This design comes from an exercise in tuning for small area on the open sky130 flow, not from production work. Function was checked by simulation only, so behaviour that the tests miss may differ from the original. Power figures rest on the tool's default switching activity, not on a simulated workload.

02-22:
// mtm_Alu
module mtm_Alu (
    input  wire clk,    
    input  wire rst_n,  
    input  wire sin,    
    output wire sout    
);
Size in the first run: about 460 cells after synthesis, about 91 flip-flops, about 4 I/O pins, roughly 0.0040 mm^2 of cells after synthesis.
export LEC_CHECK = 0
export ABC_AREA = 1
export CAP_MARGIN = 20
export CORE_MARGIN = 2
export CORE_UTILIZATION = 40
export CTS_BUF_LIST = sky130_fd_sc_hd__clkbuf_8
export SLEW_MARGIN = 20
create_clock -name core_clock -period 8.0 [get_ports {clk}]
standard.sh (not shown) runs the stock make flow with config.mk's settings and CLKGATE_MAP_FILE= SYNTH_SCRIPT=/design/flow/synth_recipe.tcl, a recipe that flattens the netlist after the stock synthesis.
==> flow/flow/run.sh <==
#!/bin/bash
# The standard layout (standard.sh), with these changes:
#  - clock tree synthesis adds no dummy loads;
#  - the ports are buffered with buf_1.
set -euo pipefail
cd "$(dirname "$0")/.."
rm -rf scripts_area
cp -r "$FLOW_HOME/scripts" scripts_area
cp flow/abc_area.script scripts_area/abc_area.script
export SCRIPTS_DIR="$PWD/scripts_area"
export CTS_ARGS="-sink_clustering_enable -repair_clock_nets -buf_list sky130_fd_sc_hd__clkbuf_8 -dont_use_dummy_load"
export BUFFER_PORTS_ARGS="-buffer_cell sky130_fd_sc_hd__buf_1"
bash standard.sh > standard_flow.log 2>&1
==> flow/flow/abc_area.script <==
strash
&get -n
&deepsyn -J 500
&put
dch -f
amap
[inputs] 08-07 vs 02-22
==> flow/flow/abc_area.script <==
strash
&get -n
&deepsyn -J 500
&put
dch -f
amap -F 6 -A 16
## What came out
Diff 02-22 -> 08-07: combinational share of power +3.4 points; fraction of cell area in non-clock buffers flat.
Diff 02-22 -> 08-07 | total combinational power | up by more than 10%
Relative to 02-22, 08-07 degrades power.
08-07 and 02-22 ended up with nearly the same fraction of final layout cells with drive strength greater than 1.
Going from 02-22 to 08-07, netlist area before placement grew slightly.
08-07 has less setup slack than 02-22.

========
Another version of the RTL of mtm_Alu (not shown whole).
Size in the first run: about 430 cells after synthesis, about 94 flip-flops, ~4 I/O pins, ~4500 um^2 of cells after synthesis.
export LEC_CHECK = 0
export ABC_AREA = 1
export CAP_MARGIN = 20
export CORE_MARGIN = 2
export CORE_UTILIZATION = 40
export CTS_BUF_LIST = sky130_fd_sc_hd__clkbuf_8
export SLEW_MARGIN = 20
create_clock -name core_clock -period 8.0 [get_ports {clk}]
==> flow/flow/run.sh <==
#!/bin/bash
set -euo pipefail
cd "$(dirname "$0")/.."
rm -rf scripts_area
cp -r "$FLOW_HOME/scripts" scripts_area
cp flow/abc_area.script scripts_area/abc_area.script
export SCRIPTS_DIR="$PWD/scripts_area"
export CTS_ARGS="-sink_clustering_enable -repair_clock_nets -root_buf sky130_fd_sc_hd__clkbuf_8 -buf_list sky130_fd_sc_hd__clkbuf_4 -dont_use_dummy_load"
bash standard.sh > standard_flow.log 2>&1
==> flow/flow/abc_area.script <==
strash
&get -n
&deepsyn -T 30
&put
dch -f
amap
The starting point went through all stages and came out clean.
Rerun with:
--- a/flow/flow/run.sh
+++ b/flow/flow/run.sh
@@ -8 +8,2 @@
-export CTS_ARGS="-sink_clustering_enable -repair_clock_nets -root_buf sky130_fd_sc_hd__clkbuf_8 -buf_list sky130_fd_sc_hd__clkbuf_4 -dont_use_dummy_load"
+export CTS_ARGS="-sink_clustering_enable -repair_clock_nets -buf_list sky130_fd_sc_hd__clkbuf_8 -dont_use_dummy_load"
+export BUFFER_PORTS_ARGS="-buffer_cell sky130_fd_sc_hd__buf_1"
- CAP_MARGIN: 20 -> 0
- SLEW_MARGIN: 20 -> 0
Effect: The changed run ran to the end with no violations. Critical path depth stays the same. Cell area came out lower by about 0.54%. Hold slack gains 0.010 ns. Worst setup slack is worse by 0.0079 ns. Area after synthesis is unchanged. Wire length drops by 1.1%. Core utilization shrinks by 0.24 points.
Rerun with:
--- a/flow/flow/run.sh
+++ b/flow/flow/run.sh
@@ -9 +8,0 @@
-export BUFFER_PORTS_ARGS="-buffer_cell sky130_fd_sc_hd__buf_1"
- CAP_MARGIN: 0 -> 20
- SLEW_MARGIN: 0 -> 20
Effect: The new run went through all stages and came out clean; die area is unchanged; global-route usage stays flat; final area rose by 0.54%; via count stays flat; critical path depth stays the same; worst setup slack gets better by 0.0079 ns; routed wire length rose by 1.1%; synthesized area does not change.
Rerun with:
--- a/flow/flow/run.sh
+++ b/flow/flow/run.sh
@@ -8 +7,0 @@
-export CTS_ARGS="-sink_clustering_enable -repair_clock_nets -buf_list sky130_fd_sc_hd__clkbuf_8 -dont_use_dummy_load"
Result: The changed run passed the timing, design-rule and antenna checks. Die area stays the same. Clock-buffer cell count is unchanged. Power came out higher by 8.7%. Routed wire length is about the same. Core utilization came out higher by 0.85 points. Synthesized cell count is unchanged.
Rerun with:
--- a/flow/flow/run.sh
+++ b/flow/flow/run.sh
@@ -7,0 +8,2 @@
+export CTS_ARGS="-sink_clustering_enable -repair_clock_nets -buf_list sky130_fd_sc_hd__clkbuf_8 -dont_use_dummy_load"
+export BUFFER_PORTS_ARGS="-buffer_cell sky130_fd_sc_hd__buf_1"
Sequential power stays flat.
Register-to-register slack loses 0.03 ns.
Sequential share of layout area came out higher by 1.3 points.
Power came out lower by a little under a tenth.
Setup slack loses 0.034 ns.
Area after synthesis stays the same.
Clock-buffer cell count stays the same.
Non-clock buffer count came out lower by 1.
Flip-flop and latch count is unchanged.
Design area came out lower by a few percent.
Global-route usage barely changes.

-- afterwards: timing with drivers on the ports --
The flow's constraints put no driver on any port. The routed layouts listed below were extracted and timed again, unchanged, in two steps.
Step 1: set_driving_cell puts a clkbuf_16 on clk and a buf_2 on each other input, an assumption about the parent block.
Step 2, shift: input delay + t, output delay - t, t = (earliest + latest rising clock arrival at the registers) / 2. This alone moves slack from input paths to output paths.
a / b / c = ideal / step 1 / step 2; a / b = the first two.
| run | t, ns | slack for setup (ns) | worst hold slack (ns) | worst setup path at the end | worst slew at a driven data input, ns |
|---|---|---|---|---|---|
| 02-22 | 0.382 | 3.019 / 3.019 / 3.019 | 0.464 / 0.464 / 0.464 | register to register | 0.03 |
| 08-07 | 0.374 | 2.644 / 2.644 / 2.644 | 0.471 / 0.471 / 0.471 | register to register | 0.03 |
| the first run of note 2 | 0.398 | 1.499 / 1.499 / 1.499 | 0.439 / 0.439 / 0.439 | register to register | 0.03 |
| the second run of note 2 | 0.400 | 1.491 / 1.491 / 1.491 | 0.449 / 0.449 / 0.449 | register to register | 0.03 |
| the third run of note 2 | 0.398 | 1.499 / 1.499 / 1.499 | 0.439 / 0.439 / 0.439 | register to register | 0.03 |
| the fourth run of note 2 | 0.411 | 1.526 / 1.526 / 1.526 | 0.465 / 0.465 / 0.465 | register to register | 0.03 |
| the fifth run of note 2 | 0.400 | 1.491 / 1.491 / 1.491 | 0.449 / 0.449 / 0.449 | register to register | 0.03 |
After both steps every run listed still meets setup and hold.
